Context: an optimization exercise on an open-source flow, tuned for small area, a short achievable clock period and few clock cycles per item. The choices shown serve that exercise and are no tape-out recipe.
Function was checked by simulation only, so behaviour that the tests miss may differ from the original.

`flow/config.mk`:
```
export PLATFORM = sky130hd
export DESIGN_NAME = fir_filter
export DESIGN_NICKNAME = fir_filter
export VERILOG_FILES = /design/flow/design.v
export SDC_FILE = /design/flow/constraint.sdc
export NUM_CORES = 4
export LEC_CHECK = 0
export CAP_MARGIN = 20
export CORE_MARGIN = 2
export CORE_UTILIZATION = 70
export CTS_CLUSTER_DIAMETER = 100
export CTS_CLUSTER_SIZE = 24
export SLEW_MARGIN = 20
```
`flow/constraint.sdc`:
```
create_clock -name core_clock -period 11.0 [get_ports {clk}]
set_input_delay 2.2000 -clock core_clock [delete_from_list [all_inputs] [get_ports {clk}]]
set_output_delay 2.2000 -clock core_clock [all_outputs]
set_load 0.01 [all_outputs]
```
`flow/design.v`:
```
`timescale 1ns / 10ps
module flex_counter #(
    parameter SIZE = 8
) (
    input logic clk,
    input logic n_rst,
    input logic clear,
    input logic count_enable,
    input logic [SIZE-1:0] rollover_val,
    output logic [SIZE-1:0] count_out,
    output logic rollover_flag
);
    logic [SIZE-1:0] count_next;
    logic rollover_next;
    always_comb begin
        if (clear) begin
            count_next = '0;
        end else if (count_enable) begin
            if (count_out >= rollover_val) begin
                count_next = '0; count_next[0] = 1'b1;
            end else begin
                count_next = count_out + 1;
            end
        end else begin
            count_next = count_out;
        end
    end
    always_comb begin
        rollover_next = 1'b0;
        if (!clear) begin
            rollover_next = (count_next >= rollover_val);
        end
    end
    always_ff @(posedge clk or negedge n_rst) begin
        if (!n_rst) begin
            count_out <= '0;
            rollover_flag <= 1'b0;
        end else begin
            count_out <= count_next;
            rollover_flag <= rollover_next;
        end
    end
endmodule
`timescale 1ns / 10ps
module sync #(
    parameter logic RST_VAL = 1'b0
) (
    input logic clk,
    input logic n_rst,
    input logic async_in,
    output logic sync_out
);
    logic stage1;
    always_ff @( posedge clk, negedge n_rst ) begin : sync_ff
        if(!n_rst) begin
            stage1 <= RST_VAL;
            sync_out <= RST_VAL;
        end
        else begin
            stage1 <= async_in;
            sync_out <= stage1;
        end
    end
endmodule
`timescale 1ns / 10ps
module counter (
    input logic clk,
    input logic n_rst,
    input logic cnt_up,
    input logic clear,
    output logic one_k_samples
);
    logic [9:0] count_out;
    logic [9:0] unused;
    flex_counter #(.SIZE(10)) counter (
        .clk(clk),
        .n_rst(n_rst),
        .clear(clear),
        .count_enable(cnt_up),
        .rollover_val(10'd1000),
        .count_out(count_out),
        .rollover_flag(one_k_samples)
    );
    assign unused = count_out;
endmodule
`timescale 1ns / 10ps
module magnitude (
  input  logic [16:0] in,
  output logic [15:0] out
);
  logic [16:0] in_temp;
  always_comb begin
    if (in[16] == 1'b1) begin
      in_temp = (~in) + 1'b1;
    end else begin
      in_temp = in;
    end
    out = in_temp[15:0];
  end
endmodule
`timescale 1ns / 10ps
module datapath (
    input  logic        clk,
    input  logic        n_reset,
    input  logic [15:0] sample_data,
    input  logic [15:0] fir_coefficient,
    input  logic [3:0]  f_we,         
    input  logic        shift,        
    input  logic        out_we,       
    input  logic        a_use_x,      
    input  logic [1:0]  alt_a_sel,    
    input  logic [1:0]  f_sel,        
    input  logic        f_byp,        
    input  logic        st2a_neg,     
    input  logic        st2_we_a,     
    input  logic        st2_we_b,     
    input  logic        bank_clear,   
    output logic        ovf,          
    output logic [15:0] fir_out
);
    logic [15:0] f0, f1, f2, f3;
    logic [15:0] x0, x1, x2;
    logic [3:0]  fv;
    logic [2:0]  xv;
    always_ff @(posedge clk) begin
        if (f_we[0]) f0 <= fir_coefficient;
        if (f_we[1]) f1 <= fir_coefficient;
        if (f_we[2]) f2 <= fir_coefficient;
        if (f_we[3]) f3 <= fir_coefficient;
    end
    always_ff @(posedge clk) begin
        if (shift) begin
            x0 <= sample_data;
            x1 <= x0;
            x2 <= x1;
        end
    end
    always_ff @(posedge clk or negedge n_reset) begin
        if (!n_reset) begin
            fv <= '0;
            xv <= '0;
        end else begin
            fv <= fv | f_we;
            if (shift) xv <= {xv[1:0], 1'b1};
        end
    end
    logic [15:0] xalt, fpre, a_next;
    logic [17:0] fpre3;
    always_comb begin
        case (alt_a_sel)
            2'd1: xalt = x0 & {16{xv[0]}};
            2'd2: xalt = x1 & {16{xv[1]}};
            default: xalt = x2 & {16{xv[2]}};
        endcase
    end
    always_ff @(posedge clk) begin
        if (f_byp) fpre <= fir_coefficient;
        else begin
            case (f_sel)
                2'd0: fpre <= f0 & {16{fv[0]}};
                2'd1: fpre <= f1 & {16{fv[1]}};
                2'd2: fpre <= f2 & {16{fv[2]}};
                default: fpre <= f3 & {16{fv[3]}};
            endcase
        end
    end
    triple triple (.f(fpre), .f3(fpre3));
    assign a_next = a_use_x ? xalt : sample_data;
    logic [7:0]  op_s1, op_s2, op_s3;
    logic [15:0] op_f;
    logic [17:0] op_f3;
    always_ff @(posedge clk) begin
        for (int j = 0; j < 8; j++) begin
            op_s1[j] <= a_next[2*j] & ~a_next[2*j+1];
            op_s2[j] <= ~a_next[2*j] & a_next[2*j+1];
            op_s3[j] <= a_next[2*j] & a_next[2*j+1];
        end
        op_f  <= fpre;
        op_f3 <= fpre3;
    end
    logic [31:9] rs, rc;
    logic        cl;
    mul_tree tree (.s1(op_s1), .s2(op_s2), .s3(op_s3), .f(op_f), .f3(op_f3), .rs(rs), .rc(rc), .cl(cl));
    logic [31:9] ps, pc;
    logic        pcl;
    always_ff @(posedge clk) begin
        ps  <= rs;
        pc  <= rc;
        pcl <= cl;
    end
    logic [31:9] prod;
    logic [15:0] p;                    
    logic        pneg;                 
    logic        pov;                  
    assign prod = ps + pc + {22'd0, pcl};
    always_ff @(posedge clk) begin
        p    <= prod[30:15] ^ {16{st2a_neg}};
        pneg <= st2a_neg;
        pov  <= prod[31];
    end
    logic [18:0] pe;
    assign pe = {{3{pneg}}, p};
    logic [17:0] bank_a, bank_b;       
    logic        bank_ov;
    logic [19:0] sum_ax, sum_bx, acc3x;
    logic [18:0] sum_a, sum_b;
    assign sum_ax = {bank_a[17], bank_a, 1'b1} + {pe, pneg};
    assign sum_bx = {bank_b[17], bank_b, 1'b1} + {pe, pneg};
    assign acc3x  = {bank_b[17], bank_b, 1'b1} + {pe, 1'b1};
    assign sum_a = sum_ax[19:1];
    assign sum_b = sum_bx[19:1];
    always_ff @(posedge clk or negedge n_reset) begin
        if (!n_reset) begin
            bank_a <= '0;
            bank_b <= {18{1'b1}};
            bank_ov <= 1'b0;
        end else if (bank_clear) begin
            bank_a <= '0;
            bank_b <= {18{1'b1}};
            bank_ov <= 1'b0;
        end else begin
            if (st2_we_a) bank_a <= sum_a[17:0];
            if (st2_we_b) bank_b <= sum_b[17:0];
            if (st2_we_b) bank_ov <= bank_ov | pov;
        end
    end
    logic [18:0] acc2, acc3, acc3m1;
    assign acc2   = sum_a;
    assign acc3m1 = sum_b;
    assign acc3   = acc3x[19:1];
    assign ovf = pov | bank_ov
               | (!acc2[18] && (acc2[17] || acc2[16]))
               | (acc3[18] && !(acc3[17] && acc3[16]));
    always_ff @(posedge clk or negedge n_reset) begin
        if (!n_reset) fir_out <= '0;
        else if (out_we) fir_out <= acc3[18] ? ~acc3m1[15:0] : acc3[15:0];
    end
endmodule
module triple (
    input  logic [15:0] f,
    output logic [17:0] f3
);
    logic [16:0] a, b, g0, p0;
    logic [16:0] g [0:5];
    logic [16:0] p [0:5];
    assign a = {1'b0, f};
    assign b = {f, 1'b0};
    assign g0 = a & b;
    assign p0 = a ^ b;
    assign g[0] = g0;
    assign p[0] = p0;
    genvar l, i;
    generate
        for (l = 0; l < 5; l++) begin : g_lvl
            for (i = 0; i < 17; i++) begin : g_bit
                if (i >= (1 << l)) begin : g_op
                    assign g[l+1][i] = g[l][i] | (p[l][i] & g[l][i - (1 << l)]);
                    assign p[l+1][i] = p[l][i] & p[l][i - (1 << l)];
                end else begin : g_pass
                    assign g[l+1][i] = g[l][i];
                    assign p[l+1][i] = p[l][i];
                end
            end
        end
    endgenerate
    assign f3[0] = p0[0];
    assign f3[16:1] = p0[16:1] ^ g[5][15:0];
    assign f3[17] = g[5][16];
endmodule
module mul_tree (
    input  logic [7:0]  s1,    
    input  logic [7:0]  s2,    
    input  logic [7:0]  s3,    
    input  logic [15:0] f,     
    input  logic [17:0] f3,    
    output logic [31:9] rs,    
    output logic [31:9] rc,
    output logic        cl     
);
    logic pp0_0, pp0_1, pp0_2, pp0_3, pp0_4, pp0_5, pp0_6, pp0_7, pp0_8, pp0_9, pp0_10, pp0_11, pp0_12, pp0_13, pp0_14, pp0_15, pp0_16, pp0_17, pp1_0, pp1_1, pp1_2, pp1_3, pp1_4, pp1_5, pp1_6, pp1_7, pp1_8, pp1_9, pp1_10, pp1_11, pp1_12, pp1_13, pp1_14, pp1_15, pp1_16, pp1_17, pp2_0, pp2_1, pp2_2, pp2_3, pp2_4, pp2_5, pp2_6, pp2_7, pp2_8, pp2_9, pp2_10, pp2_11, pp2_12, pp2_13, pp2_14, pp2_15, pp2_16, pp2_17, pp3_0, pp3_1, pp3_2, pp3_3, pp3_4, pp3_5, pp3_6, pp3_7, pp3_8, pp3_9, pp3_10, pp3_11, pp3_12, pp3_13, pp3_14, pp3_15, pp3_16, pp3_17, pp4_0, pp4_1, pp4_2, pp4_3, pp4_4, pp4_5, pp4_6, pp4_7, pp4_8, pp4_9, pp4_10, pp4_11, pp4_12, pp4_13, pp4_14, pp4_15, pp4_16, pp4_17, pp5_0, pp5_1, pp5_2, pp5_3, pp5_4, pp5_5, pp5_6, pp5_7, pp5_8, pp5_9, pp5_10, pp5_11, pp5_12, pp5_13, pp5_14, pp5_15, pp5_16, pp5_17, pp6_0, pp6_1, pp6_2, pp6_3, pp6_4, pp6_5, pp6_6, pp6_7, pp6_8, pp6_9, pp6_10, pp6_11, pp6_12, pp6_13, pp6_14, pp6_15, pp6_16, pp6_17, pp7_0, pp7_1, pp7_2, pp7_3, pp7_4, pp7_5, pp7_6, pp7_7, pp7_8, pp7_9, pp7_10, pp7_11, pp7_12, pp7_13, pp7_14, pp7_15, pp7_16, pp7_17, hs0, hc0, fs0, fc0, fs1, fc1, hs1, hc1, fs2, fc2, fs3, fc3, fs4, fc4, fs5, fc5, fs6, fc6, fs7, fc7, fs8, fc8, hs2, hc2, fs9, fc9, hs3, hc3, fs10, fc10, hs4, hc4, hs5, hc5, fs11, fc11, fs12, fc12, hs6, hc6, fs13, fc13, fs14, fc14, fs15, fc15, fs16, fc16, fs17, fc17, fs18, fc18, fs19, fc19, fs20, fc20, fs21, fc21, fs22, fc22, fs23, fc23, fs24, fc24, fs25, fc25, fs26, fc26, fs27, fc27, fs28, fc28, fs29, fc29, fs30, fc30, fs31, fc31, fs32, fc32, fs33, fc33, fs34, fc34, fs35, fc35, fs36, fc36, fs37, fc37, hs7, hc7, fs38, fc38, hs8, hc8, hs9, hc9, fs39, fc39, fs40, fc40, fs41, fc41, fs42, fc42, fs43, fc43, fs44, fc44, fs45, fc45, fs46, fc46, fs47, fc47, fs48, fc48, fs49, fc49, fs50, fc50, fs51, fc51, fs52, fc52, fs53, fc53, fs54, fc54, fs55, fc55, fs56, fc56, fs57, fc57, fs58, fc58, hs10, hc10, hs11, hc11, fs59, fc59, fs60, fc60, fs61, fc61, fs62, fc62, fs63, fc63, fs64, fc64, fs65, fc65, fs66, fc66, fs67, fc67, fs68, fc68, fs69, fc69, fs70, fc70, fs71, fc71, fs72, fc72, fs73, fc73, fs74, fc74, fs75, fc75, fs76, fc76, fs77, fc77, fs78, fc78, fs79, fc79, fs80, fc80, fs81, fc81, fs82, fc82, hs12, hc12;
    assign pp0_0 = (s1[0] & f[0]) | (s3[0] & f3[0]);
    assign pp0_1 = (s1[0] & f[1]) | (s2[0] & f[0]) | (s3[0] & f3[1]);
    assign pp0_2 = (s1[0] & f[2]) | (s2[0] & f[1]) | (s3[0] & f3[2]);
    assign pp0_3 = (s1[0] & f[3]) | (s2[0] & f[2]) | (s3[0] & f3[3]);
    assign pp0_4 = (s1[0] & f[4]) | (s2[0] & f[3]) | (s3[0] & f3[4]);
    assign pp0_5 = (s1[0] & f[5]) | (s2[0] & f[4]) | (s3[0] & f3[5]);
    assign pp0_6 = (s1[0] & f[6]) | (s2[0] & f[5]) | (s3[0] & f3[6]);
    assign pp0_7 = (s1[0] & f[7]) | (s2[0] & f[6]) | (s3[0] & f3[7]);
    assign pp0_8 = (s1[0] & f[8]) | (s2[0] & f[7]) | (s3[0] & f3[8]);
    assign pp0_9 = (s1[0] & f[9]) | (s2[0] & f[8]) | (s3[0] & f3[9]);
    assign pp0_10 = (s1[0] & f[10]) | (s2[0] & f[9]) | (s3[0] & f3[10]);
    assign pp0_11 = (s1[0] & f[11]) | (s2[0] & f[10]) | (s3[0] & f3[11]);
    assign pp0_12 = (s1[0] & f[12]) | (s2[0] & f[11]) | (s3[0] & f3[12]);
    assign pp0_13 = (s1[0] & f[13]) | (s2[0] & f[12]) | (s3[0] & f3[13]);
    assign pp0_14 = (s1[0] & f[14]) | (s2[0] & f[13]) | (s3[0] & f3[14]);
    assign pp0_15 = (s1[0] & f[15]) | (s2[0] & f[14]) | (s3[0] & f3[15]);
    assign pp0_16 = (s2[0] & f[15]) | (s3[0] & f3[16]);
    assign pp0_17 = (s3[0] & f3[17]);
    assign pp1_0 = (s1[1] & f[0]) | (s3[1] & f3[0]);
    assign pp1_1 = (s1[1] & f[1]) | (s2[1] & f[0]) | (s3[1] & f3[1]);
    assign pp1_2 = (s1[1] & f[2]) | (s2[1] & f[1]) | (s3[1] & f3[2]);
    assign pp1_3 = (s1[1] & f[3]) | (s2[1] & f[2]) | (s3[1] & f3[3]);
    assign pp1_4 = (s1[1] & f[4]) | (s2[1] & f[3]) | (s3[1] & f3[4]);
    assign pp1_5 = (s1[1] & f[5]) | (s2[1] & f[4]) | (s3[1] & f3[5]);
    assign pp1_6 = (s1[1] & f[6]) | (s2[1] & f[5]) | (s3[1] & f3[6]);
    assign pp1_7 = (s1[1] & f[7]) | (s2[1] & f[6]) | (s3[1] & f3[7]);
    assign pp1_8 = (s1[1] & f[8]) | (s2[1] & f[7]) | (s3[1] & f3[8]);
    assign pp1_9 = (s1[1] & f[9]) | (s2[1] & f[8]) | (s3[1] & f3[9]);
    assign pp1_10 = (s1[1] & f[10]) | (s2[1] & f[9]) | (s3[1] & f3[10]);
    assign pp1_11 = (s1[1] & f[11]) | (s2[1] & f[10]) | (s3[1] & f3[11]);
    assign pp1_12 = (s1[1] & f[12]) | (s2[1] & f[11]) | (s3[1] & f3[12]);
    assign pp1_13 = (s1[1] & f[13]) | (s2[1] & f[12]) | (s3[1] & f3[13]);
    assign pp1_14 = (s1[1] & f[14]) | (s2[1] & f[13]) | (s3[1] & f3[14]);
    assign pp1_15 = (s1[1] & f[15]) | (s2[1] & f[14]) | (s3[1] & f3[15]);
    assign pp1_16 = (s2[1] & f[15]) | (s3[1] & f3[16]);
    assign pp1_17 = (s3[1] & f3[17]);
    assign pp2_0 = (s1[2] & f[0]) | (s3[2] & f3[0]);
    assign pp2_1 = (s1[2] & f[1]) | (s2[2] & f[0]) | (s3[2] & f3[1]);
    assign pp2_2 = (s1[2] & f[2]) | (s2[2] & f[1]) | (s3[2] & f3[2]);
    assign pp2_3 = (s1[2] & f[3]) | (s2[2] & f[2]) | (s3[2] & f3[3]);
    assign pp2_4 = (s1[2] & f[4]) | (s2[2] & f[3]) | (s3[2] & f3[4]);
    assign pp2_5 = (s1[2] & f[5]) | (s2[2] & f[4]) | (s3[2] & f3[5]);
    assign pp2_6 = (s1[2] & f[6]) | (s2[2] & f[5]) | (s3[2] & f3[6]);
    assign pp2_7 = (s1[2] & f[7]) | (s2[2] & f[6]) | (s3[2] & f3[7]);
    assign pp2_8 = (s1[2] & f[8]) | (s2[2] & f[7]) | (s3[2] & f3[8]);
    assign pp2_9 = (s1[2] & f[9]) | (s2[2] & f[8]) | (s3[2] & f3[9]);
    assign pp2_10 = (s1[2] & f[10]) | (s2[2] & f[9]) | (s3[2] & f3[10]);
    assign pp2_11 = (s1[2] & f[11]) | (s2[2] & f[10]) | (s3[2] & f3[11]);
    assign pp2_12 = (s1[2] & f[12]) | (s2[2] & f[11]) | (s3[2] & f3[12]);
    assign pp2_13 = (s1[2] & f[13]) | (s2[2] & f[12]) | (s3[2] & f3[13]);
    assign pp2_14 = (s1[2] & f[14]) | (s2[2] & f[13]) | (s3[2] & f3[14]);
    assign pp2_15 = (s1[2] & f[15]) | (s2[2] & f[14]) | (s3[2] & f3[15]);
    assign pp2_16 = (s2[2] & f[15]) | (s3[2] & f3[16]);
    assign pp2_17 = (s3[2] & f3[17]);
    assign pp3_0 = (s1[3] & f[0]) | (s3[3] & f3[0]);
    assign pp3_1 = (s1[3] & f[1]) | (s2[3] & f[0]) | (s3[3] & f3[1]);
    assign pp3_2 = (s1[3] & f[2]) | (s2[3] & f[1]) | (s3[3] & f3[2]);
    assign pp3_3 = (s1[3] & f[3]) | (s2[3] & f[2]) | (s3[3] & f3[3]);
    assign pp3_4 = (s1[3] & f[4]) | (s2[3] & f[3]) | (s3[3] & f3[4]);
    assign pp3_5 = (s1[3] & f[5]) | (s2[3] & f[4]) | (s3[3] & f3[5]);
    assign pp3_6 = (s1[3] & f[6]) | (s2[3] & f[5]) | (s3[3] & f3[6]);
    assign pp3_7 = (s1[3] & f[7]) | (s2[3] & f[6]) | (s3[3] & f3[7]);
    assign pp3_8 = (s1[3] & f[8]) | (s2[3] & f[7]) | (s3[3] & f3[8]);
    assign pp3_9 = (s1[3] & f[9]) | (s2[3] & f[8]) | (s3[3] & f3[9]);
    assign pp3_10 = (s1[3] & f[10]) | (s2[3] & f[9]) | (s3[3] & f3[10]);
    assign pp3_11 = (s1[3] & f[11]) | (s2[3] & f[10]) | (s3[3] & f3[11]);
    assign pp3_12 = (s1[3] & f[12]) | (s2[3] & f[11]) | (s3[3] & f3[12]);
    assign pp3_13 = (s1[3] & f[13]) | (s2[3] & f[12]) | (s3[3] & f3[13]);
    assign pp3_14 = (s1[3] & f[14]) | (s2[3] & f[13]) | (s3[3] & f3[14]);
    assign pp3_15 = (s1[3] & f[15]) | (s2[3] & f[14]) | (s3[3] & f3[15]);
    assign pp3_16 = (s2[3] & f[15]) | (s3[3] & f3[16]);
    assign pp3_17 = (s3[3] & f3[17]);
    assign pp4_0 = (s1[4] & f[0]) | (s3[4] & f3[0]);
    assign pp4_1 = (s1[4] & f[1]) | (s2[4] & f[0]) | (s3[4] & f3[1]);
    assign pp4_2 = (s1[4] & f[2]) | (s2[4] & f[1]) | (s3[4] & f3[2]);
    assign pp4_3 = (s1[4] & f[3]) | (s2[4] & f[2]) | (s3[4] & f3[3]);
    assign pp4_4 = (s1[4] & f[4]) | (s2[4] & f[3]) | (s3[4] & f3[4]);
    assign pp4_5 = (s1[4] & f[5]) | (s2[4] & f[4]) | (s3[4] & f3[5]);
    assign pp4_6 = (s1[4] & f[6]) | (s2[4] & f[5]) | (s3[4] & f3[6]);
    assign pp4_7 = (s1[4] & f[7]) | (s2[4] & f[6]) | (s3[4] & f3[7]);
    assign pp4_8 = (s1[4] & f[8]) | (s2[4] & f[7]) | (s3[4] & f3[8]);
    assign pp4_9 = (s1[4] & f[9]) | (s2[4] & f[8]) | (s3[4] & f3[9]);
    assign pp4_10 = (s1[4] & f[10]) | (s2[4] & f[9]) | (s3[4] & f3[10]);
    assign pp4_11 = (s1[4] & f[11]) | (s2[4] & f[10]) | (s3[4] & f3[11]);
    assign pp4_12 = (s1[4] & f[12]) | (s2[4] & f[11]) | (s3[4] & f3[12]);
    assign pp4_13 = (s1[4] & f[13]) | (s2[4] & f[12]) | (s3[4] & f3[13]);
    assign pp4_14 = (s1[4] & f[14]) | (s2[4] & f[13]) | (s3[4] & f3[14]);
    assign pp4_15 = (s1[4] & f[15]) | (s2[4] & f[14]) | (s3[4] & f3[15]);
    assign pp4_16 = (s2[4] & f[15]) | (s3[4] & f3[16]);
    assign pp4_17 = (s3[4] & f3[17]);
    assign pp5_0 = (s1[5] & f[0]) | (s3[5] & f3[0]);
    assign pp5_1 = (s1[5] & f[1]) | (s2[5] & f[0]) | (s3[5] & f3[1]);
    assign pp5_2 = (s1[5] & f[2]) | (s2[5] & f[1]) | (s3[5] & f3[2]);
    assign pp5_3 = (s1[5] & f[3]) | (s2[5] & f[2]) | (s3[5] & f3[3]);
    assign pp5_4 = (s1[5] & f[4]) | (s2[5] & f[3]) | (s3[5] & f3[4]);
    assign pp5_5 = (s1[5] & f[5]) | (s2[5] & f[4]) | (s3[5] & f3[5]);
    assign pp5_6 = (s1[5] & f[6]) | (s2[5] & f[5]) | (s3[5] & f3[6]);
    assign pp5_7 = (s1[5] & f[7]) | (s2[5] & f[6]) | (s3[5] & f3[7]);
    assign pp5_8 = (s1[5] & f[8]) | (s2[5] & f[7]) | (s3[5] & f3[8]);
    assign pp5_9 = (s1[5] & f[9]) | (s2[5] & f[8]) | (s3[5] & f3[9]);
    assign pp5_10 = (s1[5] & f[10]) | (s2[5] & f[9]) | (s3[5] & f3[10]);
    assign pp5_11 = (s1[5] & f[11]) | (s2[5] & f[10]) | (s3[5] & f3[11]);
    assign pp5_12 = (s1[5] & f[12]) | (s2[5] & f[11]) | (s3[5] & f3[12]);
    assign pp5_13 = (s1[5] & f[13]) | (s2[5] & f[12]) | (s3[5] & f3[13]);
    assign pp5_14 = (s1[5] & f[14]) | (s2[5] & f[13]) | (s3[5] & f3[14]);
    assign pp5_15 = (s1[5] & f[15]) | (s2[5] & f[14]) | (s3[5] & f3[15]);
    assign pp5_16 = (s2[5] & f[15]) | (s3[5] & f3[16]);
    assign pp5_17 = (s3[5] & f3[17]);
    assign pp6_0 = (s1[6] & f[0]) | (s3[6] & f3[0]);
    assign pp6_1 = (s1[6] & f[1]) | (s2[6] & f[0]) | (s3[6] & f3[1]);
    assign pp6_2 = (s1[6] & f[2]) | (s2[6] & f[1]) | (s3[6] & f3[2]);
    assign pp6_3 = (s1[6] & f[3]) | (s2[6] & f[2]) | (s3[6] & f3[3]);
    assign pp6_4 = (s1[6] & f[4]) | (s2[6] & f[3]) | (s3[6] & f3[4]);
    assign pp6_5 = (s1[6] & f[5]) | (s2[6] & f[4]) | (s3[6] & f3[5]);
    assign pp6_6 = (s1[6] & f[6]) | (s2[6] & f[5]) | (s3[6] & f3[6]);
    assign pp6_7 = (s1[6] & f[7]) | (s2[6] & f[6]) | (s3[6] & f3[7]);
    assign pp6_8 = (s1[6] & f[8]) | (s2[6] & f[7]) | (s3[6] & f3[8]);
    assign pp6_9 = (s1[6] & f[9]) | (s2[6] & f[8]) | (s3[6] & f3[9]);
    assign pp6_10 = (s1[6] & f[10]) | (s2[6] & f[9]) | (s3[6] & f3[10]);
    assign pp6_11 = (s1[6] & f[11]) | (s2[6] & f[10]) | (s3[6] & f3[11]);
    assign pp6_12 = (s1[6] & f[12]) | (s2[6] & f[11]) | (s3[6] & f3[12]);
    assign pp6_13 = (s1[6] & f[13]) | (s2[6] & f[12]) | (s3[6] & f3[13]);
    assign pp6_14 = (s1[6] & f[14]) | (s2[6] & f[13]) | (s3[6] & f3[14]);
    assign pp6_15 = (s1[6] & f[15]) | (s2[6] & f[14]) | (s3[6] & f3[15]);
    assign pp6_16 = (s2[6] & f[15]) | (s3[6] & f3[16]);
    assign pp6_17 = (s3[6] & f3[17]);
    assign pp7_0 = (s1[7] & f[0]) | (s3[7] & f3[0]);
    assign pp7_1 = (s1[7] & f[1]) | (s2[7] & f[0]) | (s3[7] & f3[1]);
    assign pp7_2 = (s1[7] & f[2]) | (s2[7] & f[1]) | (s3[7] & f3[2]);
    assign pp7_3 = (s1[7] & f[3]) | (s2[7] & f[2]) | (s3[7] & f3[3]);
    assign pp7_4 = (s1[7] & f[4]) | (s2[7] & f[3]) | (s3[7] & f3[4]);
    assign pp7_5 = (s1[7] & f[5]) | (s2[7] & f[4]) | (s3[7] & f3[5]);
    assign pp7_6 = (s1[7] & f[6]) | (s2[7] & f[5]) | (s3[7] & f3[6]);
    assign pp7_7 = (s1[7] & f[7]) | (s2[7] & f[6]) | (s3[7] & f3[7]);
    assign pp7_8 = (s1[7] & f[8]) | (s2[7] & f[7]) | (s3[7] & f3[8]);
    assign pp7_9 = (s1[7] & f[9]) | (s2[7] & f[8]) | (s3[7] & f3[9]);
    assign pp7_10 = (s1[7] & f[10]) | (s2[7] & f[9]) | (s3[7] & f3[10]);
    assign pp7_11 = (s1[7] & f[11]) | (s2[7] & f[10]) | (s3[7] & f3[11]);
    assign pp7_12 = (s1[7] & f[12]) | (s2[7] & f[11]) | (s3[7] & f3[12]);
    assign pp7_13 = (s1[7] & f[13]) | (s2[7] & f[12]) | (s3[7] & f3[13]);
    assign pp7_14 = (s1[7] & f[14]) | (s2[7] & f[13]) | (s3[7] & f3[14]);
    assign pp7_15 = (s1[7] & f[15]) | (s2[7] & f[14]) | (s3[7] & f3[15]);
    assign pp7_16 = (s2[7] & f[15]) | (s3[7] & f3[16]);
    assign pp7_17 = (s3[7] & f3[17]);
    assign hs0 = pp0_12 ^ pp1_10;
    assign hc0 = pp0_12 & pp1_10;
    assign fs0 = pp0_13 ^ pp1_11 ^ pp2_9;
    assign fc0 = (pp0_13 & pp1_11) | (pp0_13 & pp2_9) | (pp1_11 & pp2_9);
    assign fs1 = pp0_14 ^ pp1_12 ^ pp2_10;
    assign fc1 = (pp0_14 & pp1_12) | (pp0_14 & pp2_10) | (pp1_12 & pp2_10);
    assign hs1 = pp3_8 ^ pp4_6;
    assign hc1 = pp3_8 & pp4_6;
    assign fs2 = pp0_15 ^ pp1_13 ^ pp2_11;
    assign fc2 = (pp0_15 & pp1_13) | (pp0_15 & pp2_11) | (pp1_13 & pp2_11);
    assign fs3 = pp3_9 ^ pp4_7 ^ pp5_5;
    assign fc3 = (pp3_9 & pp4_7) | (pp3_9 & pp5_5) | (pp4_7 & pp5_5);
    assign fs4 = pp0_16 ^ pp1_14 ^ pp2_12;
    assign fc4 = (pp0_16 & pp1_14) | (pp0_16 & pp2_12) | (pp1_14 & pp2_12);
    assign fs5 = pp3_10 ^ pp4_8 ^ pp5_6;
    assign fc5 = (pp3_10 & pp4_8) | (pp3_10 & pp5_6) | (pp4_8 & pp5_6);
    assign fs6 = pp0_17 ^ pp1_15 ^ pp2_13;
    assign fc6 = (pp0_17 & pp1_15) | (pp0_17 & pp2_13) | (pp1_15 & pp2_13);
    assign fs7 = pp3_11 ^ pp4_9 ^ pp5_7;
    assign fc7 = (pp3_11 & pp4_9) | (pp3_11 & pp5_7) | (pp4_9 & pp5_7);
    assign fs8 = pp1_16 ^ pp2_14 ^ pp3_12;
    assign fc8 = (pp1_16 & pp2_14) | (pp1_16 & pp3_12) | (pp2_14 & pp3_12);
    assign hs2 = pp4_10 ^ pp5_8;
    assign hc2 = pp4_10 & pp5_8;
    assign fs9 = pp1_17 ^ pp2_15 ^ pp3_13;
    assign fc9 = (pp1_17 & pp2_15) | (pp1_17 & pp3_13) | (pp2_15 & pp3_13);
    assign hs3 = pp4_11 ^ pp5_9;
    assign hc3 = pp4_11 & pp5_9;
    assign fs10 = pp2_16 ^ pp3_14 ^ pp4_12;
    assign fc10 = (pp2_16 & pp3_14) | (pp2_16 & pp4_12) | (pp3_14 & pp4_12);
    assign hs4 = pp2_17 ^ pp3_15;
    assign hc4 = pp2_17 & pp3_15;
    assign hs5 = pp0_8 ^ pp1_6;
    assign hc5 = pp0_8 & pp1_6;
    assign fs11 = pp0_9 ^ pp1_7 ^ pp2_5;
    assign fc11 = (pp0_9 & pp1_7) | (pp0_9 & pp2_5) | (pp1_7 & pp2_5);
    assign fs12 = pp0_10 ^ pp1_8 ^ pp2_6;
    assign fc12 = (pp0_10 & pp1_8) | (pp0_10 & pp2_6) | (pp1_8 & pp2_6);
    assign hs6 = pp3_4 ^ pp4_2;
    assign hc6 = pp3_4 & pp4_2;
    assign fs13 = pp0_11 ^ pp1_9 ^ pp2_7;
    assign fc13 = (pp0_11 & pp1_9) | (pp0_11 & pp2_7) | (pp1_9 & pp2_7);
    assign fs14 = pp3_5 ^ pp4_3 ^ pp5_1;
    assign fc14 = (pp3_5 & pp4_3) | (pp3_5 & pp5_1) | (pp4_3 & pp5_1);
    assign fs15 = hs0 ^ pp2_8 ^ pp3_6;
    assign fc15 = (hs0 & pp2_8) | (hs0 & pp3_6) | (pp2_8 & pp3_6);
    assign fs16 = pp4_4 ^ pp5_2 ^ pp6_0;
    assign fc16 = (pp4_4 & pp5_2) | (pp4_4 & pp6_0) | (pp5_2 & pp6_0);
    assign fs17 = hc0 ^ fs0 ^ pp3_7;
    assign fc17 = (hc0 & fs0) | (hc0 & pp3_7) | (fs0 & pp3_7);
    assign fs18 = pp4_5 ^ pp5_3 ^ pp6_1;
    assign fc18 = (pp4_5 & pp5_3) | (pp4_5 & pp6_1) | (pp5_3 & pp6_1);
    assign fs19 = fc0 ^ fs1 ^ hs1;
    assign fc19 = (fc0 & fs1) | (fc0 & hs1) | (fs1 & hs1);
    assign fs20 = pp5_4 ^ pp6_2 ^ pp7_0;
    assign fc20 = (pp5_4 & pp6_2) | (pp5_4 & pp7_0) | (pp6_2 & pp7_0);
    assign fs21 = fc1 ^ hc1 ^ fs2;
    assign fc21 = (fc1 & hc1) | (fc1 & fs2) | (hc1 & fs2);
    assign fs22 = fs3 ^ pp6_3 ^ pp7_1;
    assign fc22 = (fs3 & pp6_3) | (fs3 & pp7_1) | (pp6_3 & pp7_1);
    assign fs23 = fc2 ^ fc3 ^ fs4;
    assign fc23 = (fc2 & fc3) | (fc2 & fs4) | (fc3 & fs4);
    assign fs24 = fs5 ^ pp6_4 ^ pp7_2;
    assign fc24 = (fs5 & pp6_4) | (fs5 & pp7_2) | (pp6_4 & pp7_2);
    assign fs25 = fc4 ^ fc5 ^ fs6;
    assign fc25 = (fc4 & fc5) | (fc4 & fs6) | (fc5 & fs6);
    assign fs26 = fs7 ^ pp6_5 ^ pp7_3;
    assign fc26 = (fs7 & pp6_5) | (fs7 & pp7_3) | (pp6_5 & pp7_3);
    assign fs27 = fc6 ^ fc7 ^ fs8;
    assign fc27 = (fc6 & fc7) | (fc6 & fs8) | (fc7 & fs8);
    assign fs28 = hs2 ^ pp6_6 ^ pp7_4;
    assign fc28 = (hs2 & pp6_6) | (hs2 & pp7_4) | (pp6_6 & pp7_4);
    assign fs29 = fc8 ^ hc2 ^ fs9;
    assign fc29 = (fc8 & hc2) | (fc8 & fs9) | (hc2 & fs9);
    assign fs30 = hs3 ^ pp6_7 ^ pp7_5;
    assign fc30 = (hs3 & pp6_7) | (hs3 & pp7_5) | (pp6_7 & pp7_5);
    assign fs31 = fc9 ^ hc3 ^ fs10;
    assign fc31 = (fc9 & hc3) | (fc9 & fs10) | (hc3 & fs10);
    assign fs32 = pp5_10 ^ pp6_8 ^ pp7_6;
    assign fc32 = (pp5_10 & pp6_8) | (pp5_10 & pp7_6) | (pp6_8 & pp7_6);
    assign fs33 = fc10 ^ hs4 ^ pp4_13;
    assign fc33 = (fc10 & hs4) | (fc10 & pp4_13) | (hs4 & pp4_13);
    assign fs34 = pp5_11 ^ pp6_9 ^ pp7_7;
    assign fc34 = (pp5_11 & pp6_9) | (pp5_11 & pp7_7) | (pp6_9 & pp7_7);
    assign fs35 = hc4 ^ pp3_16 ^ pp4_14;
    assign fc35 = (hc4 & pp3_16) | (hc4 & pp4_14) | (pp3_16 & pp4_14);
    assign fs36 = pp5_12 ^ pp6_10 ^ pp7_8;
    assign fc36 = (pp5_12 & pp6_10) | (pp5_12 & pp7_8) | (pp6_10 & pp7_8);
    assign fs37 = pp3_17 ^ pp4_15 ^ pp5_13;
    assign fc37 = (pp3_17 & pp4_15) | (pp3_17 & pp5_13) | (pp4_15 & pp5_13);
    assign hs7 = pp6_11 ^ pp7_9;
    assign hc7 = pp6_11 & pp7_9;
    assign fs38 = pp4_16 ^ pp5_14 ^ pp6_12;
    assign fc38 = (pp4_16 & pp5_14) | (pp4_16 & pp6_12) | (pp5_14 & pp6_12);
    assign hs8 = pp4_17 ^ pp5_15;
    assign hc8 = pp4_17 & pp5_15;
    assign hs9 = pp0_6 ^ pp1_4;
    assign hc9 = pp0_6 & pp1_4;
    assign fs39 = pp0_7 ^ pp1_5 ^ pp2_3;
    assign fc39 = (pp0_7 & pp1_5) | (pp0_7 & pp2_3) | (pp1_5 & pp2_3);
    assign fs40 = hs5 ^ pp2_4 ^ pp3_2;
    assign fc40 = (hs5 & pp2_4) | (hs5 & pp3_2) | (pp2_4 & pp3_2);
    assign fs41 = hc5 ^ fs11 ^ pp3_3;
    assign fc41 = (hc5 & fs11) | (hc5 & pp3_3) | (fs11 & pp3_3);
    assign fs42 = fc11 ^ fs12 ^ hs6;
    assign fc42 = (fc11 & fs12) | (fc11 & hs6) | (fs12 & hs6);
    assign fs43 = fc12 ^ hc6 ^ fs13;
    assign fc43 = (fc12 & hc6) | (fc12 & fs13) | (hc6 & fs13);
    assign fs44 = fc13 ^ fc14 ^ fs15;
    assign fc44 = (fc13 & fc14) | (fc13 & fs15) | (fc14 & fs15);
    assign fs45 = fc15 ^ fc16 ^ fs17;
    assign fc45 = (fc15 & fc16) | (fc15 & fs17) | (fc16 & fs17);
    assign fs46 = fc17 ^ fc18 ^ fs19;
    assign fc46 = (fc17 & fc18) | (fc17 & fs19) | (fc18 & fs19);
    assign fs47 = fc19 ^ fc20 ^ fs21;
    assign fc47 = (fc19 & fc20) | (fc19 & fs21) | (fc20 & fs21);
    assign fs48 = fc21 ^ fc22 ^ fs23;
    assign fc48 = (fc21 & fc22) | (fc21 & fs23) | (fc22 & fs23);
    assign fs49 = fc23 ^ fc24 ^ fs25;
    assign fc49 = (fc23 & fc24) | (fc23 & fs25) | (fc24 & fs25);
    assign fs50 = fc25 ^ fc26 ^ fs27;
    assign fc50 = (fc25 & fc26) | (fc25 & fs27) | (fc26 & fs27);
    assign fs51 = fc27 ^ fc28 ^ fs29;
    assign fc51 = (fc27 & fc28) | (fc27 & fs29) | (fc28 & fs29);
    assign fs52 = fc29 ^ fc30 ^ fs31;
    assign fc52 = (fc29 & fc30) | (fc29 & fs31) | (fc30 & fs31);
    assign fs53 = fc31 ^ fc32 ^ fs33;
    assign fc53 = (fc31 & fc32) | (fc31 & fs33) | (fc32 & fs33);
    assign fs54 = fc33 ^ fc34 ^ fs35;
    assign fc54 = (fc33 & fc34) | (fc33 & fs35) | (fc34 & fs35);
    assign fs55 = fc35 ^ fc36 ^ fs37;
    assign fc55 = (fc35 & fc36) | (fc35 & fs37) | (fc36 & fs37);
    assign fs56 = fc37 ^ hc7 ^ fs38;
    assign fc56 = (fc37 & hc7) | (fc37 & fs38) | (hc7 & fs38);
    assign fs57 = fc38 ^ hs8 ^ pp6_13;
    assign fc57 = (fc38 & hs8) | (fc38 & pp6_13) | (hs8 & pp6_13);
    assign fs58 = hc8 ^ pp5_16 ^ pp6_14;
    assign fc58 = (hc8 & pp5_16) | (hc8 & pp6_14) | (pp5_16 & pp6_14);
    assign hs10 = pp5_17 ^ pp6_15;
    assign hc10 = pp5_17 & pp6_15;
    assign hs11 = pp0_4 ^ pp1_2;
    assign hc11 = pp0_4 & pp1_2;
    assign fs59 = pp0_5 ^ pp1_3 ^ pp2_1;
    assign fc59 = (pp0_5 & pp1_3) | (pp0_5 & pp2_1) | (pp1_3 & pp2_1);
    assign fs60 = hs9 ^ pp2_2 ^ pp3_0;
    assign fc60 = (hs9 & pp2_2) | (hs9 & pp3_0) | (pp2_2 & pp3_0);
    assign fs61 = hc9 ^ fs39 ^ pp3_1;
    assign fc61 = (hc9 & fs39) | (hc9 & pp3_1) | (fs39 & pp3_1);
    assign fs62 = fc39 ^ fs40 ^ pp4_0;
    assign fc62 = (fc39 & fs40) | (fc39 & pp4_0) | (fs40 & pp4_0);
    assign fs63 = fc40 ^ fs41 ^ pp4_1;
    assign fc63 = (fc40 & fs41) | (fc40 & pp4_1) | (fs41 & pp4_1);
    assign fs64 = fc41 ^ fs42 ^ pp5_0;
    assign fc64 = (fc41 & fs42) | (fc41 & pp5_0) | (fs42 & pp5_0);
    assign fs65 = fc42 ^ fs43 ^ fs14;
    assign fc65 = (fc42 & fs43) | (fc42 & fs14) | (fs43 & fs14);
    assign fs66 = fc43 ^ fs44 ^ fs16;
    assign fc66 = (fc43 & fs44) | (fc43 & fs16) | (fs44 & fs16);
    assign fs67 = fc44 ^ fs45 ^ fs18;
    assign fc67 = (fc44 & fs45) | (fc44 & fs18) | (fs45 & fs18);
    assign fs68 = fc45 ^ fs46 ^ fs20;
    assign fc68 = (fc45 & fs46) | (fc45 & fs20) | (fs46 & fs20);
    assign fs69 = fc46 ^ fs47 ^ fs22;
    assign fc69 = (fc46 & fs47) | (fc46 & fs22) | (fs47 & fs22);
    assign fs70 = fc47 ^ fs48 ^ fs24;
    assign fc70 = (fc47 & fs48) | (fc47 & fs24) | (fs48 & fs24);
    assign fs71 = fc48 ^ fs49 ^ fs26;
    assign fc71 = (fc48 & fs49) | (fc48 & fs26) | (fs49 & fs26);
    assign fs72 = fc49 ^ fs50 ^ fs28;
    assign fc72 = (fc49 & fs50) | (fc49 & fs28) | (fs50 & fs28);
    assign fs73 = fc50 ^ fs51 ^ fs30;
    assign fc73 = (fc50 & fs51) | (fc50 & fs30) | (fs51 & fs30);
    assign fs74 = fc51 ^ fs52 ^ fs32;
    assign fc74 = (fc51 & fs52) | (fc51 & fs32) | (fs52 & fs32);
    assign fs75 = fc52 ^ fs53 ^ fs34;
    assign fc75 = (fc52 & fs53) | (fc52 & fs34) | (fs53 & fs34);
    assign fs76 = fc53 ^ fs54 ^ fs36;
    assign fc76 = (fc53 & fs54) | (fc53 & fs36) | (fs54 & fs36);
    assign fs77 = fc54 ^ fs55 ^ hs7;
    assign fc77 = (fc54 & fs55) | (fc54 & hs7) | (fs55 & hs7);
    assign fs78 = fc55 ^ fs56 ^ pp7_10;
    assign fc78 = (fc55 & fs56) | (fc55 & pp7_10) | (fs56 & pp7_10);
    assign fs79 = fc56 ^ fs57 ^ pp7_11;
    assign fc79 = (fc56 & fs57) | (fc56 & pp7_11) | (fs57 & pp7_11);
    assign fs80 = fc57 ^ fs58 ^ pp7_12;
    assign fc80 = (fc57 & fs58) | (fc57 & pp7_12) | (fs58 & pp7_12);
    assign fs81 = fc58 ^ hs10 ^ pp7_13;
    assign fc81 = (fc58 & hs10) | (fc58 & pp7_13) | (hs10 & pp7_13);
    assign fs82 = hc10 ^ pp6_16 ^ pp7_14;
    assign fc82 = (hc10 & pp6_16) | (hc10 & pp7_14) | (pp6_16 & pp7_14);
    assign hs12 = pp6_17 ^ pp7_15;
    assign hc12 = pp6_17 & pp7_15;
    logic [9:0] lc;
    assign lc[0] = 1'b0;
    assign lc[1] = pp0_0 & lc[0];
    assign lc[2] = pp0_1 & lc[1];
    assign lc[3] = (pp0_2 & pp1_0) | ((pp0_2 | pp1_0) & lc[2]);
    assign lc[4] = (pp0_3 & pp1_1) | ((pp0_3 | pp1_1) & lc[3]);
    assign lc[5] = (hs11 & pp2_0) | ((hs11 | pp2_0) & lc[4]);
    assign lc[6] = (hc11 & fs59) | ((hc11 | fs59) & lc[5]);
    assign lc[7] = (fc59 & fs60) | ((fc59 | fs60) & lc[6]);
    assign lc[8] = (fc60 & fs61) | ((fc60 | fs61) & lc[7]);
    assign lc[9] = (fc61 & fs62) | ((fc61 | fs62) & lc[8]);
    assign cl = lc[9];
    assign rs[9] = fc62;
    assign rc[9] = fs63;
    assign rs[10] = fc63;
    assign rc[10] = fs64;
    assign rs[11] = fc64;
    assign rc[11] = fs65;
    assign rs[12] = fc65;
    assign rc[12] = fs66;
    assign rs[13] = fc66;
    assign rc[13] = fs67;
    assign rs[14] = fc67;
    assign rc[14] = fs68;
    assign rs[15] = fc68;
    assign rc[15] = fs69;
    assign rs[16] = fc69;
    assign rc[16] = fs70;
    assign rs[17] = fc70;
    assign rc[17] = fs71;
    assign rs[18] = fc71;
    assign rc[18] = fs72;
    assign rs[19] = fc72;
    assign rc[19] = fs73;
    assign rs[20] = fc73;
    assign rc[20] = fs74;
    assign rs[21] = fc74;
    assign rc[21] = fs75;
    assign rs[22] = fc75;
    assign rc[22] = fs76;
    assign rs[23] = fc76;
    assign rc[23] = fs77;
    assign rs[24] = fc77;
    assign rc[24] = fs78;
    assign rs[25] = fc78;
    assign rc[25] = fs79;
    assign rs[26] = fc79;
    assign rc[26] = fs80;
    assign rs[27] = fc80;
    assign rc[27] = fs81;
    assign rs[28] = fc81;
    assign rc[28] = fs82;
    assign rs[29] = fc82;
    assign rc[29] = hs12;
    assign rs[30] = hc12;
    assign rc[30] = pp7_16;
    assign rs[31] = pp7_17;
    assign rc[31] = 1'b0;
endmodule
`timescale 1ns / 10ps
module controller (
    input  logic       clk,
    input  logic       n_rst,
    input  logic       dr,
    input  logic       lc,
    input  logic       ovf,
    output logic       cnt_up,
    output logic       clear,
    output logic       modwait,
    output logic       err,
    output logic [3:0] f_we,
    output logic       shift,
    output logic       out_we,
    output logic       a_use_x,
    output logic [1:0] alt_a_sel,
    output logic [1:0] f_sel,
    output logic       f_byp,
    output logic       st2a_neg,
    output logic       st2_we_a,
    output logic       st2_we_b,
    output logic       bank_clear
);
    typedef enum logic [2:0] {
        IDLE  = 3'd0,
        FAST  = 3'd1,    
        SLOW  = 3'd2,    
        LOAD  = 3'd3,    
        LWAIT = 3'd4     
    } state_t;
    typedef enum logic [3:0] {
        K_DEF = 4'd0,    
        K_L3  = 4'd2,    
        K_L2  = 4'd3,    
        K_L1  = 4'd4,    
        K_P0  = 4'd5,    
        K_B1  = 4'd6,    
        K_B2  = 4'd7,    
        K_B3  = 4'd8     
    } kind_t;
    state_t state, state_next;
    logic [1:0] k, k_next;
    logic [3:0] sc, sc_next;         
    logic slow_first;                
    logic [2:0] pw, pw_next;         
    logic fast_seen, slow_seen, seen_load;
    logic abort, slow_commit, event_samp, arm, kill;
    assign fast_seen = (state == IDLE) && dr && !lc && (pw == 3'd3);
    assign slow_seen = (state == IDLE) && dr && !lc && (pw != 3'd3);
    assign abort = (state == SLOW) && slow_first && !dr;
    assign slow_commit = (state == SLOW) && (sc == 4'd8) && !abort;
    assign event_samp = (state == FAST) || abort || slow_commit;
    assign kill = ((pw == 3'd3) && !fast_seen)
                || ((state == IDLE) && (pw != 3'd0) && (pw != 3'd3) && (dr || lc))
                || ((state == FAST) && !dr)
                || abort;
    always_comb begin
        state_next = state;
        k_next = k;
        sc_next = sc;
        seen_load = 1'b0;
        case (state)
            IDLE: begin
                if (lc) begin
                    state_next = LOAD;
                    k_next = 2'd0;
                    seen_load = 1'b1;
                end else if (dr) begin
                    if (pw == 3'd3) begin
                        state_next = FAST;
                    end else begin
                        state_next = SLOW;
                        sc_next = 4'd4;
                    end
                end
            end
            FAST: state_next = IDLE;
            SLOW: begin
                if (abort || (sc == 4'd8)) state_next = IDLE;
                else sc_next = sc + 4'd1;
            end
            LOAD: state_next = LWAIT;
            LWAIT: begin
                if (k == 2'd3) begin
                    state_next = IDLE;
                end else if (lc) begin
                    state_next = LOAD;
                    k_next = k + 2'd1;
                    seen_load = 1'b1;
                end
            end
            default: state_next = IDLE;
        endcase
    end
    assign shift  = ((state == FAST) && dr) || slow_commit;
    assign out_we = shift;
    assign cnt_up = shift;
    assign clear  = (state == LOAD) && (k == 2'd0);
    always_comb begin
        f_we = 4'd0;
        if (seen_load) f_we[k_next] = 1'b1;
        if (state == LOAD) f_we[k] = 1'b1;
    end
    assign arm = event_samp || ((state == LOAD) && (k == 2'd3));
    assign f_byp = seen_load && (k_next != 2'd0);
    always_comb begin
        pw_next = 3'd0;
        if (arm) pw_next = 3'd1;
        else if (!kill && (pw == 3'd1 || pw == 3'd2 || pw == 3'd3)) pw_next = pw + 3'd1;
    end
    logic [3:0] kind1;
    always_comb begin
        kind1 = K_DEF;
        if (f_byp) kind1 = (k_next == 2'd1) ? K_L1 : (k_next == 2'd2) ? K_L2 : K_L3;
        else if (kill) kind1 = K_DEF;
        else if (pw == 3'd1) kind1 = K_B1;
        else if (pw == 3'd2) kind1 = K_B2;
        else if (pw == 3'd3) kind1 = K_B3;
        else if ((state == SLOW) && (sc != 4'd8)) kind1 = sc + 4'd1;
    end
    logic [3:0] kind2;
    always_comb begin
        kind2 = K_DEF;
        if (slow_seen) kind2 = K_P0;
        else if (arm) kind2 = K_B1;
        else if (pw == 3'd1) kind2 = K_B2;
        else if (pw == 3'd2) kind2 = K_B3;
        else if ((state == SLOW) && !abort && (sc < 4'd7)) kind2 = sc + 4'd2;
    end
    logic a_use_x_n;
    logic [1:0] a_sel_n, op_n, f_sel_n;
    always_comb begin
        a_use_x_n = 1'b1; a_sel_n = 2'd1; op_n = 2'd0;
        case (kind1)
            K_L3: begin a_sel_n = 2'd3; op_n = 2'd3; end
            K_L2: begin a_sel_n = 2'd2; op_n = 2'd2; end
            K_L1: begin a_sel_n = 2'd1; op_n = 2'd1; end
            K_B1: begin a_sel_n = 2'd2; op_n = 2'd3; end
            K_B2: begin a_sel_n = 2'd1; op_n = 2'd2; end
            K_B3: begin a_use_x_n = 1'b0; op_n = 2'd1; end
            default: a_use_x_n = 1'b0;
        endcase
        case (kind2)
            K_B1: f_sel_n = 2'd3;
            K_B2: f_sel_n = 2'd2;
            K_B3: f_sel_n = 2'd1;
            default: f_sel_n = 2'd0;
        endcase
    end
    logic [1:0] ptag_op, tag_op, tag_st1;
    assign st2a_neg   = (tag_st1 == 2'd1) || (tag_st1 == 2'd3);
    assign bank_clear = shift || ((state == LOAD) && (k == 2'd0));
    always_ff @(posedge clk or negedge n_rst) begin
        if (!n_rst) begin
            state <= IDLE;
            k <= 2'd0;
            sc <= 4'd0;
            slow_first <= 1'b0;
            pw <= 3'd0;
            modwait <= 1'b0;
            err <= 1'b0;
            a_use_x <= 1'b0;
            alt_a_sel <= 2'd1;
            f_sel <= 2'd0;
            ptag_op <= 2'd0;
            tag_op <= 2'd0;
            tag_st1 <= 2'd0;
            st2_we_a <= 1'b0;
            st2_we_b <= 1'b0;
        end else begin
            state <= state_next;
            k <= k_next;
            sc <= sc_next;
            slow_first <= slow_seen;
            pw <= pw_next;
            modwait <= (state_next == FAST) || (state_next == SLOW) || (state_next == LOAD);
            if (state == FAST) err <= dr ? ovf : 1'b1;
            else if (abort) err <= 1'b1;
            else if (slow_commit) err <= ovf;
            else if (seen_load) err <= 1'b0;
            a_use_x <= a_use_x_n;
            alt_a_sel <= a_sel_n;
            f_sel <= f_sel_n;
            ptag_op <= op_n;
            tag_op <= kill ? 2'd0 : ptag_op;
            tag_st1 <= kill ? 2'd0 : tag_op;
            st2_we_a <= !kill && ((tag_st1 == 2'd1) || (tag_st1 == 2'd2));
            st2_we_b <= !kill && (tag_st1 != 2'd0);
        end
    end
endmodule
`timescale 1ns / 10ps
module fir_filter (
    input logic clk,
    input logic n_rst,
    input logic [15:0] sample_data,
    input logic [15:0] fir_coefficient,
    input logic load_coeff,
    input logic data_ready,
    output logic one_k_samples,
    output logic modwait,
    output logic [15:0] fir_out,
    output logic err
);
    logic cnt_up;
    logic clear;
    logic ovf;
    logic lc;
    logic dr;
    logic [3:0] f_we;
    logic shift;
    logic out_we;
    logic a_use_x;
    logic [1:0] alt_a_sel;
    logic [1:0] f_sel;
    logic f_byp;
    logic st2a_neg;
    logic st2_we_a;
    logic st2_we_b;
    logic bank_clear;
    counter counter (
        .clk(clk),
        .n_rst(n_rst),
        .cnt_up(cnt_up),
        .clear(clear),
        .one_k_samples(one_k_samples)
    );
    controller FIR_controller (
        .clk(clk),
        .n_rst(n_rst),
        .dr(dr),
        .lc(lc),
        .ovf(ovf),
        .cnt_up(cnt_up),
        .clear(clear),
        .modwait(modwait),
        .err(err),
        .f_we(f_we),
        .shift(shift),
        .out_we(out_we),
        .a_use_x(a_use_x),
        .alt_a_sel(alt_a_sel),
        .f_sel(f_sel),
        .f_byp(f_byp),
        .st2a_neg(st2a_neg),
        .st2_we_a(st2_we_a),
        .st2_we_b(st2_we_b),
        .bank_clear(bank_clear)
    );
    datapath datapath (
        .clk(clk),
        .n_reset(n_rst),
        .sample_data(sample_data),
        .fir_coefficient(fir_coefficient),
        .f_we(f_we),
        .shift(shift),
        .out_we(out_we),
        .a_use_x(a_use_x),
        .alt_a_sel(alt_a_sel),
        .f_sel(f_sel),
        .f_byp(f_byp),
        .st2a_neg(st2a_neg),
        .st2_we_a(st2_we_a),
        .st2_we_b(st2_we_b),
        .bank_clear(bank_clear),
        .ovf(ovf),
        .fir_out(fir_out)
    );
    sync sync_lc (
        .clk(clk),
        .n_rst(n_rst),
        .async_in(load_coeff),
        .sync_out(lc)
    );
    sync sync_dr (
        .clk(clk),
        .n_rst(n_rst),
        .async_in(data_ready),
        .sync_out(dr)
    );
endmodule
```
`flow/flow/run.sh`:
```
#!/bin/bash
# The standard layout (the standard.sh: the standard synthesis, then
# floorplan, place, CTS, route and finish), with repair_timing asked to reach
# more setup slack than the design's clock period needs. Make's output goes
# to flow_make.log; each ORFS step keeps its own log under orfs/logs/.
set -euo pipefail
bash standard.sh SETUP_SLACK_MARGIN=8.0 finish > flow_make.log 2>&1
```
`flow/standard.sh`:
```
#!/bin/bash
# synth_recipe.tcl (not shown) runs the flow's synth.tcl, then flattens the netlist and writes it again
# the make line also repeats each setting of config.mk as NAME=value (left out here)
make -C /OpenROAD-flow-scripts/flow DESIGN_CONFIG=/design/flow/config.mk WORK_HOME=/design/flow/orfs CLKGATE_MAP_FILE= SYNTH_SCRIPT=/design/flow/synth_recipe.tcl "${@:-finish}"
```
==> results of run 1 <==
## metrics by stage
stage	std cells
floorplan	1881
global placement	2203
detailed placement	2204
CTS	2278
global route	2313
finish	2313
## final timing paths
path | startpoint | endpoint | slack, ps | cells after the start
setup reg to reg | datapath.op_s3[2]$_DFF_P_ | datapath.pc[14]$_DFF_P_ | 7770 | 7
max in group asynchronous | n_rst | datapath.bank_a[16]$_DFFE_PN0P_ | 8360 | 2
min in group asynchronous | n_rst | datapath.fir_out[1]$_DFFE_PN0N_ | 1670 | 1
hold / removal | sync_dr.stage1$_DFF_PN0_ | sync_dr.sync_out$_DFF_PN0_ | 380 | 0
setup / recovery | FIR_controller.err$_DFFE_PN0P_ | err | 7680 | 1
hold reg to reg | sync_dr.stage1$_DFF_PN0_ | sync_dr.sync_out$_DFF_PN0_ | 380 | 0
## area by class of cell
cell class | instances | area [sq um]
Clock buffer | 30 | 515.5
Tap cell | 378 | 473.0
Clock inverter | 2 | 60.06
Inverter | 186 | 700.7
Timing Repair Buffer | 141 | 1230
Multi-Input combinational cell | 1224 | 10210
Sequential cell | 352 | 8816
Fill cell | 1790 | 5928
## routing by layer
metal / track usage, % / up-vias / wire (microns)
li1: - / 6892 / -
met1: 43.47 / 7420 / 19470
met2: 54.17 / 877 / 23590
met3: 5.387 / 201 / 4517
met4: 10.06 / 0 / 1907
met5: 0 / - / 0
## cells by family after synthesis
family | count (synthesis) | share of synthesized area (%)
AO/OA/AOI/OAI | 504 | 18.95
AND/OR/NAND/NOR | 382 | 9.292
flip-flops | 352 | 43.69
buffers and inverters | 305 | 5.958
adder cells (fa/ha/maj) | 200 | 15.81
XOR/XNOR | 103 | 4.527
multiplexers | 35 | 1.764
## layout by cell type, fill, tap and decap left out, drive strengths merged, types with 5 or more instances in the layout
cell,netlist,routed
nand3,21,21
a22o,20,20
o21a,14,14
nor2,85,85
and2,22,22
and3,10,10
xnor2,70,70
nand3b,5,5
dfrtp,84,84
a31oi,13,13
a21o,27,27
xor2,33,33
nand2,138,138
inv,186,186
ha,110,110
o211ai,24,24
edfxtp,112,112
or2,10,10
clkdlybuf4s50,0,34
buf,22,104
a221oi,21,21
clkbuf,97,33
nor2b,31,31
a222oi,119,119
a211oi,12,12
a21oi,70,70
or3,7,7
o31ai,8,8
o21ai,103,103
mux2i,34,34
nand4,9,9
a22oi,21,21
dfstp,19,19
o21bai,12,12
nand2b,9,9
dfxtp,137,137
fa,87,87
nor3,20,20
## synthesized netlist by cell type, types with 9 or more instances
cell type	n	share of area, %
and3_1	10	0.31
edfxtp_1	112	17
nor2b_1	31	0.97
a21oi_1	66	1.7
nand2_1	136	2.6
and2_1	22	0.69
dfstp_2	19	2.5
a22oi_1	21	0.79
nand2b_1	9	0.28
ha_1	110	6.9
fa_1	87	8.7
mux2i_1	34	1.7
buf_2	13	0.33
a21o_1	27	1.0
o21ai_0	87	2.2
nor2_1	85	1.6
o21ai_1	16	0.40
clkbuf_1	96	1.8
inv_1	185	3.5
xor2_1	33	1.5
a222oi_1	119	6.0
a31oi_1	13	0.41
xnor2_1	70	3.1
a22o_1	20	0.88
nor3_1	18	0.45
dfxtp_1	137	14
a221oi_1	20	0.88
o211ai_1	24	0.90
a211oi_1	12	0.45
dfrtp_1	84	11
nand3_1	21	0.53
nand4_1	9	0.28
o21a_1	14	0.53
or2_2	9	0.28
o21bai_1	12	0.45
## worst reg2reg max path: cells and delay by family, from the launching register on
kind / cells / cell delay [ps]
adder cells (fa/ha/maj): 4 / 2060
flip-flops: 1 / 390
AO/OA/AOI/OAI: 1 / 380
buffers and inverters: 2 / 260
## sequential cells by signal (all words and copies together), names as in the netlist, 16 cells and up
register and cells:
datapath.fpre 16, datapath.x0 16, datapath.x2 16, datapath.fir_out 16, datapath.bank_b 18, datapath.f2 16
datapath.op_f3 17, datapath.f1 16, datapath.op_f 16, datapath.bank_a 18, datapath.x1 16, datapath.ps 23
datapath.f3 16, datapath.p 16, datapath.pc 22, datapath.f0 16
## repair_timing
action,CTS,global route
resized for setup,146,78
pin swaps,29,51
cloned,0,1
endpoints found under the hold margin,0,0
setup buffers,42,34
setup endpoints to repair,61,130
hold buffers,0,0
==> metrics.yaml, run 1 <==
timing:
  skew_ps: 21.07
  tightest_slew_ps: 1057
  min_period_ps: 3324
  period_share_pct: 30.22
  clock.fmax_ghz: 0.3008
  fin_tns_setup_ps: 0
  rsz0062_at_grt: "true"
  slew_headroom_pct: 29.56
  finalSetupViolCount: 0
  hold_ws_ps: 385.0
  drv_slew: 0
  fin_ws_ps: 7676
  hold_violations: 0
global_routing:
  grt_pass1_vias: 14870
  grt_pass1_wl_microns: 78480
  antenna_found_initial: 0
  grt_start_max_net_pins: 60
  grt_overflow: 0
  grt_usage_pct: 32.30
worst_setup_path:
  slowest_stage: "dfrtp_1"
  crit_buf_inv: 1
  slowest_delay_ps: 430
  critPathMaxFanout: 2
  worstPathArrival_ps: 1120
  cp.required_ps: 8800
  critical_path_class: "reg -> out"
  endpoint_kind: "output port"
  crit_chain: "buf_2"
  cp_top_family: "flip-flops"
  cp-start-kind: "flip-flop"
synthesis:
  syn_nets: 2114
  synth_warnings: 7
  synth_cells: 1881
  synth.distinct_cells: 80
  synth_edf_count: 112
  netlist_area_sq_um: 19930
  synth_flop_cell: "dfxtp_1"
  async_flop_share_pct: 29.26
  ys_seq_elements: 352
  syn-mean-instance-area_sq_um: 10.59
  seq_area_frac_synth_pct: 43.69
drt:
  antenna_left: 0
  wl_per_cell_microns: 21.40
  drtPass1Iterations: 19
  vias: 15390
  drt_iter0_markers: 2681
  vias_per_cell: 6.654
  postRouteWirelength_microns: 49490
  route.detailed.drc: 0
floorplanning:
  core_area_sq_um: 27930
  dieHeight_microns: 172.7
  rows: 61
  die_x_microns: 172.7
  fp.dieArea_sq_um: 29840
  pin_count: 55
  initial_core_util_pct: 71.34
status:
  outcome: "complete, no violations"
placed_design:
  gp_congestion: 0.9176
  port-buffer-count: 54
  place_area_sq_um: 20550
  hpwl_microns: 33800
  pre_cts_slack_ps: 7492
clocking:
  cts_made_buffers: 18
  root_buffer: "clkbuf_16"
  cts_tree: "yes"
  cts.sinks: 352
  cts_max_path_buffers: 3
  cts_max_level: 1
  path_clk_slew_ps: 90
  worstSkewPairLatency_ps: 540
layout:
  nets: 2156
  diodes: 0
  fin_util_pct: 78.78
  final_layout_size_suffix_gt1_share_pct: 14.16
  fin_area_sq_um: 22010
  area_growth_syn_to_layout_pct: 10.42
job:
  drv_cap: 0
min_path:
  hp-class: "reg -> reg"
Testbench counts, summed over its fixed seeds: cycles 32,288, samples 8,040.
==> inputs of run 2 (changes only) <==
--- a/flow/flow/run.sh
+++ b/flow/flow/run.sh
@@ -6,2 +6,2 @@
 set -euo pipefail
-bash standard.sh SETUP_SLACK_MARGIN=8.0 finish > flow_make.log 2>&1
+bash standard.sh SETUP_SLACK_MARGIN=7.7 finish > flow_make.log 2>&1
--- a/flow/config.mk
+++ b/flow/config.mk
@@ -9,3 +9,3 @@
 export CORE_MARGIN = 2
-export CORE_UTILIZATION = 70
+export CORE_UTILIZATION = 55
 export CTS_CLUSTER_DIAMETER = 100
==> run 2 against run 1 <==
Compared with the run above:
- non-clock buffer count down 65
- critical path type unchanged
- final area shrank 3.2%
- critical path depth stayed put
- worst hold slack worse by 17 ps
- synthesized cell count unchanged
- register-to-register slack better by 70 ps
- die area rose by 27%
- critical endpoint is now fir_out[10]
- highest routed layer unchanged
==> metrics.yaml, run 2 <==
clocking:
  cts_tree: "yes"  # unchanged
  cts_max_level: 1  # unchanged
  cts.sinks: 352  # unchanged
  root_buffer: "clkbuf_16"  # unchanged
  path_clk_slew_ps: 100  # was 90 ps
  worstSkewPairLatency_ps: 540  # about the same
  cts_made_buffers: 19  # was 18
  cts_max_path_buffers: 3  # unchanged
timing:
  finalSetupViolCount: 0  # unchanged
  drv_slew: 0  # unchanged
  fin_tns_setup_ps: 0  # unchanged
  hold_violations: 0  # unchanged
  period_share_pct: 30.06  # was 30.22%
  min_period_ps: 3307  # was 3324 ps
  clock.fmax_ghz: 0.3024  # was 0.3008 GHz
synthesis:
  synth_warnings: 7  # unchanged
  ys_seq_elements: 352  # unchanged
  synthTopCellsByArea: "edfxtp_1, dfxtp_1, dfrtp_1"  # unchanged
  synth.distinct_cells: 80  # unchanged
  synth_flop_cell: "dfxtp_1"  # unchanged
  syn-mean-instance-area_sq_um: 10.59  # unchanged
  syn_nets: 2114  # unchanged
  seq_area_frac_synth_pct: 43.69  # unchanged
  synth_top_area_share_pct: 16.88  # unchanged
  ys_top_cells_by_count: "inv_1, dfxtp_1, nand2_1, a222oi_1, edfxtp_1"  # unchanged
global_routing:
  grt_pass1_vias: 14290  # was 14,870
  grt_start_max_net_pins: 59  # was 60
  grt_pass1_wl_microns: 78000  # was 78,480 microns
  grt_overflow: 0  # unchanged
  antenna_found_initial: 1  # was 0
  grt_usage_pct: 25.53  # was 32.30%
floorplanning:
  initial_core_util_pct: 55.89  # was 71.34%
  pin_count: 55  # unchanged
  core_area_sq_um: 35660  # was 27,930 sq um
  fp.dieArea_sq_um: 37770  # was 29,840 sq um
layout:
  layout_common_cells: "inv_1, nand2_1, a222oi_1"  # unchanged
  largest_register_ffs: 23  # unchanged
  final_common_cell: "inv_1"  # unchanged
  nets: 2092  # was 2,156
  regMostFlops: "datapath.ps"  # unchanged
  fillers: 3023  # was 1,790
  final_layout_size_suffix_gt1_share_pct: 8.066  # was 14.16%
  seqCellArea_sq_um: 8753  # was 8816 sq um
  largestRegisters: "datapath.ps x23, datapath.pc x22"  # unchanged
  multi_input_area_sq_um: 10060  # was 10,210 sq um
drt:
  wl_per_cell_microns: 20.33  # was 21.40 microns
  drt_iter0_markers: 2083  # was 2,681
  highest_layer: "met4"  # unchanged
  postRouteWirelength_microns: 47460  # was 49,490 microns
  route.detailed.drc: 0  # unchanged
  wl_met1_microns: 19770  # was 19,470 microns
  vias_per_cell: 6.123  # was 6.654
  vias: 14290  # was 15,390
  drtPass1Iterations: 26  # was 19
  dr_wl_met3_microns: 2894  # was 4517 microns
worst_setup_path:
  worstPathArrival_ps: 1110  # was 1120 ps
  critical_path_class: "reg -> out"  # unchanged
  cp.required_ps: 8800  # about the same
  crit_chain: "buf_2"  # unchanged
  critPathMaxFanout: 2  # unchanged
  cp-start-kind: "flip-flop"  # unchanged
  endpoint_kind: "output port"  # unchanged
  crit_buf_inv: 1  # unchanged
job:
  drv_cap: 0  # unchanged
status:
  outcome: "complete, no violations"  # unchanged
placed_design:
  port-buffer-count: 54  # unchanged
  hpwl_microns: 34810  # was 33,800 microns
  gp_congestion: 0.9123  # was 0.9176
run 2: cell counts after synthesis:
Identical to the previous run, type by type.
run 2: cell families after synthesis:
family | synth area share (%)
buffers and inverters | 5.958
AND/OR/NAND/NOR | 9.292
XOR/XNOR | 4.527
multiplexers | 1.764
AO/OA/AOI/OAI | 18.95
adder cells (fa/ha/maj) | 15.81
flip-flops | 43.69
run 2: what timing repair did:
item                       CTS  global route
gates cloned                 0             0
pin swaps                    1             5
hold buffers                 0             0
setup buffers                5             7
gates resized for setup     76            34
setup endpoints to repair   39            32
run 2: final cells by class:
type / instances / area share (%)
antenna: 1 / 0.01174
clock buffer: 31 / 2.589
clock inverter: 3 / 0.1703
inverter: 186 / 3.288
multi-input combinational: 1224 / 47.21
sequential: 352 / 41.08
tap: 461 / 2.707
timing repair buffer: 76 / 2.942
run 2: final timing paths:
path / start / end / slack, ps / depth (start not counted)
setup / recovery: datapath.fir_out[10]$_DFFE_PN0N_ / fir_out[10] / 7690 / 1
hold / removal: sync_dr.stage1$_DFF_PN0_ / sync_dr.sync_out$_DFF_PN0_ / 370 / 0
setup reg to reg: datapath.op_s2[5]$_DFF_P_ / datapath.pc[17]$_DFF_P_ / 7840 / 8
hold reg to reg: sync_dr.stage1$_DFF_PN0_ / sync_dr.sync_out$_DFF_PN0_ / 370 / 0
max in group asynchronous: n_rst / FIR_controller.pw[1]$_DFF_PN0_ / 8150 / 2
min in group asynchronous: n_rst / counter.counter.count_out[4]$_DFF_PN0_ / 1730 / 1
run 2: through the flow:
stage          cells  worst slack, ps  hold WS, ps  utilization, %  area [sq um]
2_1_floorplan   1881             7767        331.2               -         19930
3_3_place_gp    2287             7396        346.1           57.91         20650
3_5_place_dp    2287             7477        347.2           57.93         20660
4_1_cts         2326             7513        368.6           59.48         21210
5_1_grt         2333             7650        375.4           59.76         21310
6_report        2334             7693        368.3           59.76         21310
run 2: metal layers:
layer / vias up / global-route usage (%)
li1: 6756 / -
met1: 6945 / 33.43
met2: 516 / 44.52
met3: 74 / 3.418
met4: 0 / 7.265
met5: - / 0

-- separate check: timing with driven ports --
The flow's constraints put no driver on any port. The routed layouts listed below were extracted and timed again, unchanged, in two steps. Step 1 assumes that a clkbuf_16 drives the clock port and a buf_2 every other input. Step 2 also shifts input and output timing later by t, the mid clock arrival at the registers, as if the neighbouring blocks saw the same clock. a / b / c = no drivers / after step 1 / after step 2; a / b = the first two.
run | t (ns) | setup slack, ns | worst setup path after step 2 | clock arrival spread, ns | worst data-port slew with drivers (ns)
run 1 | 0.584 | 7.676 / 7.623 / 7.562 | input to register | 0.023 / 0.024 | 0.07
run 2 | 0.587 | 7.693 / 7.635 / 7.586 | input to register | 0.028 / 0.027 | 0.08
After both steps setup and hold are still met in every run listed. The setup slack of run 1, which loses most, moves by -0.053 ns with the drivers and by -0.114 ns with both steps.
